Background: an optimization exercise with open tools, aiming at small area. Do not read the settings as production practice.
In this exercise RTL edits were held to simulation tests only and were not proved equivalent to the original.
Power is estimated from default activity; no workload was simulated.

== job 3275 ==
## vibrometer_tracker
module vibrometer_tracker
(
    input  wire                             clk,
    input  wire                             aresetn,
    input  wire [4:0]                       log_count_extremum,
    input  wire [2:0]                       shift_extremum,
    input  wire [4:0]                       log_scale,
    input  wire                             filter_enable,
    input  wire [4:0]                       log_throttle,
    input  wire [31:0]                      raw_tdata,
    output wire [15:0]                      lower_threshold,
    output wire [15:0]                      upper_threshold,
    output wire [31:0]                      position_tdata,
    output wire                             filter_tvalid,
    output wire [31:0]                      filter_tdata
);
    wire                                    deny, pass_;
    axis_extremum_finder axis_extremum_finder (
        .aclk               (clk),
        .aresetn            (aresetn),
        .log_count          (log_count_extremum),
        .shift              (shift_extremum),
        .lower_threshold    (lower_threshold),
        .upper_threshold    (upper_threshold),
        .signal_a           (raw_tdata[15:0])
    );
    axis_position_tracker axis_position_tracker (
        .aclk               (clk),
        .aresetn            (aresetn),
        .lower_threshold    (lower_threshold),
        .upper_threshold    (upper_threshold),
        .log_scale          (log_scale),
        .signal_a           (raw_tdata[15:0]),
        .signal_b           (raw_tdata[31:16]),
        .position           (position_tdata)
    );
    axis_throttler axis_throttler (
        .aclk               (clk),
        .aresetn            (aresetn),
        .log_throttle       (log_throttle),
        .deny               (deny),
        .pass_              (pass_)
    );
    assign filter_tvalid = aresetn & ~deny;
    axis_differentiator axis_differentiator (
        .aclk               (clk),
        .aresetn            (aresetn),
        .enable             (filter_enable),
        .load               (aresetn & pass_),
  ...
For scale: ~3900 cells after synthesis, roughly 390 flip-flops, roughly 150 I/O pins, roughly 0.025 mm2 of cells after synthesis.
Settings: LEC_CHECK=0, CAP_MARGIN=20, CORE_MARGIN=2, CORE_UTILIZATION=40, SLEW_MARGIN=20; clock period 8.0 ns.
standard.sh (not shown) runs the stock make flow with config.mk's settings and CLKGATE_MAP_FILE= SYNTH_SCRIPT=/design/flow/synth_recipe.tcl, a recipe that flattens the netlist after the stock synthesis.
==> flow/flow/run.sh <==
#!/bin/bash
# Standard layout (the standard.sh) with these changes:
#  - synthesis maps the logic with the ABC script flow/abc_map.script (area-oriented) and
#    leaves adders to ABC instead of extracting full/half adder cells (ADDER_MAP_FILE
#    empty); the Yosys script is otherwise the standard one, so the registers, their
#    names and their cells are unchanged
#  - port buffers use the smallest plain buffer instead of the default pick
#  - clock tree synthesis inserts no dummy loads and clusters up to 16 sinks per buffer
set -euo pipefail
W=$PWD
rm -rf "$W/scripts_abc"
cp -r "$FLOW_HOME/scripts" "$W/scripts_abc"
cp "$W/flow/abc_map.script" "$W/scripts_abc/abc_speed.script"
export BUFFER_PORTS_ARGS="-buffer_cell sky130_fd_sc_hd__buf_1"
export CTS_ARGS="-sink_clustering_enable -repair_clock_nets -dont_use_dummy_load -sink_clustering_size 16 -sink_clustering_max_diameter 80 -buf_list {sky130_fd_sc_hd__clkbuf_8}"
bash standard.sh SCRIPTS_DIR="$W/scripts_abc" ADDER_MAP_FILE= synth > synth_flow.log 2>&1
bash standard.sh finish > standard_flow.log 2>&1
==> flow/flow/abc_map.script <==
strash
dc2
dch
map -a
mfs2 -a
strash
dch
map
topo
stime -c
buffer -c
upsize -c
dnsize -c
[inputs] job 498 vs job 3275
Settings: swapping 40 for 60 in CORE_UTILIZATION.
--- a/flow/flow/abc_map.script
+++ b/flow/flow/abc_map.script
@@ -3 +3,6 @@
-dch
+dch -f
+map -a
+mfs2 -a
+strash
+dc2
+dch -f
@@ -8 +13 @@
-map
+map -D 6000
==> comparison <==
- Job 498 finished every stage and its layout cleared the timing, design-rule and antenna checks.
- Total power of job 498 is higher than that of job 3275.
- Higher final net count among job 3275 and job 498: job 3275
- What job 3275 reported for wire length has to be multiplied by 0.861 to get the figure for job 498.
- Taking job 3275 as the reference, in job 498 register-to-register slack lower, via count lower.
- The count of cell instances traversed by the critical path reported for job 498 is greater than that of job 3275 by 6.
- Summary of job 498 over job 3275: met2 layer usage reported by global route rose 16 points; cell area power density rose about 8%; multi-input logic portion of the cell area fell 0.72 points.
Changes in job 6782 relative to job 498:
Settings: changing CORE_UTILIZATION from 60 to 40.
==> flow/flow/abc_map.script <==
strash
dc2
dch
map -a
mfs2 -a
strash
dch
map -D 7000
topo
stime -c
buffer -c
upsize -c
dnsize -c
--- outcome ---
- Of job 498 and job 6782, only job 6782 fails to finish with a clean layout.
- Job 6782 against job 498: wire length increased about 9%; global routing usage on met3 lost 1.4 points; worst clock skew on the final layout stayed essentially flat; number of cells upsized or downsized after cts higher.
- Job 6782 vs. job 498: height of the chip went up by 21%.
- Final hold slack: job 6782 vs job 498 up 5.5 ps
- [compare] base=job 498 new=job 6782: sequential cell area level, combinational power share moved up.
- Comparing the two runs side by side, job 6782 comes out behind job 498 on worst slack after detailed placement.
- Count of clock-buffer cells in the layout, job 498 and job 6782, higher one = job 6782.
- Of the two values seen for termination of the worst setup path, axis_differentiator.part[31] was produced by job 6782 and axis_differentiator.part[29] by job 498.
- When job 6782 is set beside job 498, its area growth from synthesis to layout turns out to be 13 points larger.
What job 8191 does differently from job 6782 at the input level:
Settings: changing CORE_UTILIZATION from 40 to 65.
--- a/flow/flow/abc_map.script
+++ b/flow/flow/abc_map.script
@@ -0,0 +1,5 @@
+strash
+dc2
+dch
+map -a
+mfs2 -a
@@ -8 +13 @@
-map -D 7000
+map -D 6000
Notes after the runs:
- Job 8191 went all the way through the flow, and no timing, DRC or antenna check failed.
- Most common cell after layout, fill and taps aside = sky130_fd_sc_hd__inv_1: job 6782; most common cell after layout, fill and taps aside = sky130_fd_sc_hd__nand2_1: job 8191
- Transition at the pin with the smallest max-transition slack ends up higher on job 6782.
- As far as power in sequential cells is concerned, job 8191 and job 6782 perform about the same.
- The sequential share of layout area of job 8191 is higher than that of job 6782.
- Looking at design area across job 8191 and job 6782, the one that comes out higher is job 6782.


== wip/lagoon ==
Starting RTL as in the previous note.
Settings: LEC_CHECK=0, CAP_MARGIN=20, CORE_MARGIN=2, CORE_UTILIZATION=40, SLEW_MARGIN=20; clock period 8.0 ns.
==> flow/flow/abc_map.script <==
strash
dc2
dch
map -a
mfs2 -a
strash
dc2
dch
map -a
mfs2 -a
strash
dch
map -D 6000
mfs2
strash
dch
map -D 6000
topo
stime -c
buffer -c
upsize -c
dnsize -c
Scripts as last shown in full above: flow/flow/run.sh
Both conditions hold for wip/lagoon: the flow ran to the end and the final layout passed the timing, design-rule and antenna checks.
#### Input delta (wip/garnet over wip/lagoon)
# wip/lagoon
export LEC_CHECK = 0
export CAP_MARGIN = 20
export CORE_MARGIN = 2
export CORE_UTILIZATION = 40
export SLEW_MARGIN = 20
create_clock -name core_clock -period 8.0 [get_ports {clk}]
# wip/garnet
export LEC_CHECK = 0
export CAP_MARGIN = 20
export CORE_MARGIN = 2
export CORE_UTILIZATION = 65
export SLEW_MARGIN = 20
create_clock -name core_clock -period 8.0 [get_ports {clk}]
==> flow/flow/abc_map.script <==
strash
dc2
dch
map -a
mfs2 -a
strash
dc2
dch
map -a
mfs2 -a
strash
dch
map -D 5500
topo
stime -c
upsize -c
dnsize -c
## What came out
Going from wip/lagoon to wip/garnet, non-clock inverter total of the final layout grows by 2.5%.
Going from wip/lagoon to wip/garnet, clock edge transition at the registers on the reported setup and hold paths now sits at about the same level; overall power of the completed layout lost 4.1%; worst hold margin stayed essentially flat; clock skew shows a reduction of 0.014 ns; setup slack climbed 0.49 ns.
wip/garnet: number of nets in the synthesized netlist 1.8% below wip/lagoon
Standard cell with the maximum stage delay on the critical path = sky130_fd_sc_hd__xor2_1: wip/garnet; standard cell with the maximum stage delay on the critical path = sky130_fd_sc_hd__dfxtp_2: wip/lagoon
NOTE: depth of the worst register-to-register path in wip/garnet falls short of that of wip/lagoon
Synthesized area (lower): wip/lagoon
Clock-cell share of area: wip/lagoon vs wip/garnet, no meaningful difference
--- input diff wip/garnet..wip/delta ---
# wip/garnet
export LEC_CHECK = 0
export CAP_MARGIN = 20
export CORE_MARGIN = 2
export CORE_UTILIZATION = 65
export SLEW_MARGIN = 20
create_clock -name core_clock -period 8.0 [get_ports {clk}]
# wip/delta
export LEC_CHECK = 0
export CAP_MARGIN = 20
export CORE_MARGIN = 2
export CORE_UTILIZATION = 40
export SLEW_MARGIN = 20
create_clock -name core_clock -period 8.0 [get_ports {clk}]
-- flow/flow/run.sh --
<<< wip/garnet, line 2
# Standard layout (the standard.sh) with these changes:
#  - synthesis maps the logic with the ABC script flow/abc_map.script (area-oriented) and
#    leaves adders to ABC instead of extracting full/half adder cells (ADDER_MAP_FILE
>>> wip/delta, line 2
# Standard layout (the standard.sh) with these changes:
#  - synthesis maps the logic with the area-oriented ABC script flow/abc_map.script and
#    leaves adders to ABC instead of extracting full/half adder cells (ADDER_MAP_FILE
==> flow/flow/abc_map.script <==
strash
dch
map -a
mfs2 -a
strash
dch
map -a
mfs2 -a
strash
dch
map -a
topo
stime -c
- Run comparison: wip/delta destination of the critical timing path axis_differentiator.part[30]; wip/garnet destination of the critical timing path axis_extremum_finder.lower_threshold[15]
- In the flow results for wip/delta and wip/garnet, the register area share after synthesis is larger on wip/delta.
- Run comparison: wip/delta launch point of the worst path axis_differentiator.x1[1]; wip/garnet launch point of the worst path axis_extremum_finder.tmp_max[0]
- Maximum resistive drop on vdd across wip/delta and wip/garnet: no real change.
- The setup slack of wip/delta is smaller than that of wip/garnet.
- wip/delta gives more critical path depth than wip/garnet did.
Changes in wip/pepper relative to wip/delta:
-- flow/flow/run.sh --
<<< wip/delta, line 2
# Standard layout (the standard.sh) with these changes:
#  - synthesis maps the logic with the area-oriented ABC script flow/abc_map.script and
#    leaves adders to ABC instead of extracting full/half adder cells (ADDER_MAP_FILE
>>> wip/pepper, line 2
# Standard layout (the standard.sh) with these changes:
#  - synthesis maps the logic with the ABC script flow/abc_map.script (area-oriented) and
#    leaves adders to ABC instead of extracting full/half adder cells (ADDER_MAP_FILE
==> flow/flow/abc_map.script <==
strash
dc2
dch
map -a
mfs2 -a
strash
dch
map -D 6000
topo
stime -c
buffer -c
upsize -c
dnsize -c
Notes after the runs:
Taking wip/delta as the reference point, the initial standard-cell utilization of the core of wip/pepper rises by 0.34 points.
Where largest voltage drop on the vdd net is concerned, wip/delta is outperformed by wip/pepper.
On combinational group share of total power, the lower figure sits with wip/pepper, not wip/delta.
wip/pepper vs. wip/delta: transition time at the pin with the least slew margin now smaller, number of buffers created by CTS now larger, placer's final routability congestion estimate now smaller.
Note that the total wirelength of the detailed-routed design recorded for wip/delta amounts to 1.08 times the value seen in wip/pepper.
Of wip/pepper and wip/delta, the run reporting the lower number of fill cells was wip/delta.

afterwards: timing with drivers on the ports:
The results above use ideal ports. As a check the final layouts listed here were re-extracted and re-timed, cells and wires unchanged. Step 1 sets driving cells, clkbuf_16 on the clock port and buf_2 on the other inputs (assumed; they add their load-dependent delay and slew). Step 2 moves the port delays by t, midway between the first and last clock arrival at a register: inputs arrive t later, outputs are due t later. That takes back most of the time a late clock gives input paths. a / b / c = ideal ports / drivers / drivers and shift; a / b = the first two.
| run | t (ns) | setup WS [ns] | hold slack, ns | worst setup path at the end |
|---|---|---|---|---|
| job 3275 | 0.670 | 1.159 / 1.159 / 1.159 | 0.429 / 0.429 / 0.429 | register to register |
| job 498 | 0.691 | 0.661 / 0.661 / 0.354 | 0.425 / 0.425 / 0.425 | input to register |
| job 6782 | 0.710 | -0.095 / -0.095 / -0.095 | 0.430 / 0.430 / 0.430 | register to register |
| job 8191 | 0.685 | 0.480 / 0.480 / 0.382 | 0.428 / 0.428 / 0.428 | input to register |
| wip/lagoon | 0.730 | 0.382 / 0.382 / 0.112 | 0.430 / 0.430 / 0.430 | input to register |
| wip/garnet | 0.698 | 0.870 / 0.870 / 0.483 | 0.432 / 0.432 / 0.432 | input to register |
| wip/delta | 0.712 | 0.207 / 0.207 / 0.207 | 0.433 / 0.433 / 0.433 | register to register |
| wip/pepper | 0.646 | 0.770 / 0.770 / 0.459 | 0.429 / 0.429 / 0.429 | input to register |
For wip/garnet, which loses most, drivers alone change the setup slack by 0.000 ns; drivers and shift together by -0.387 ns.
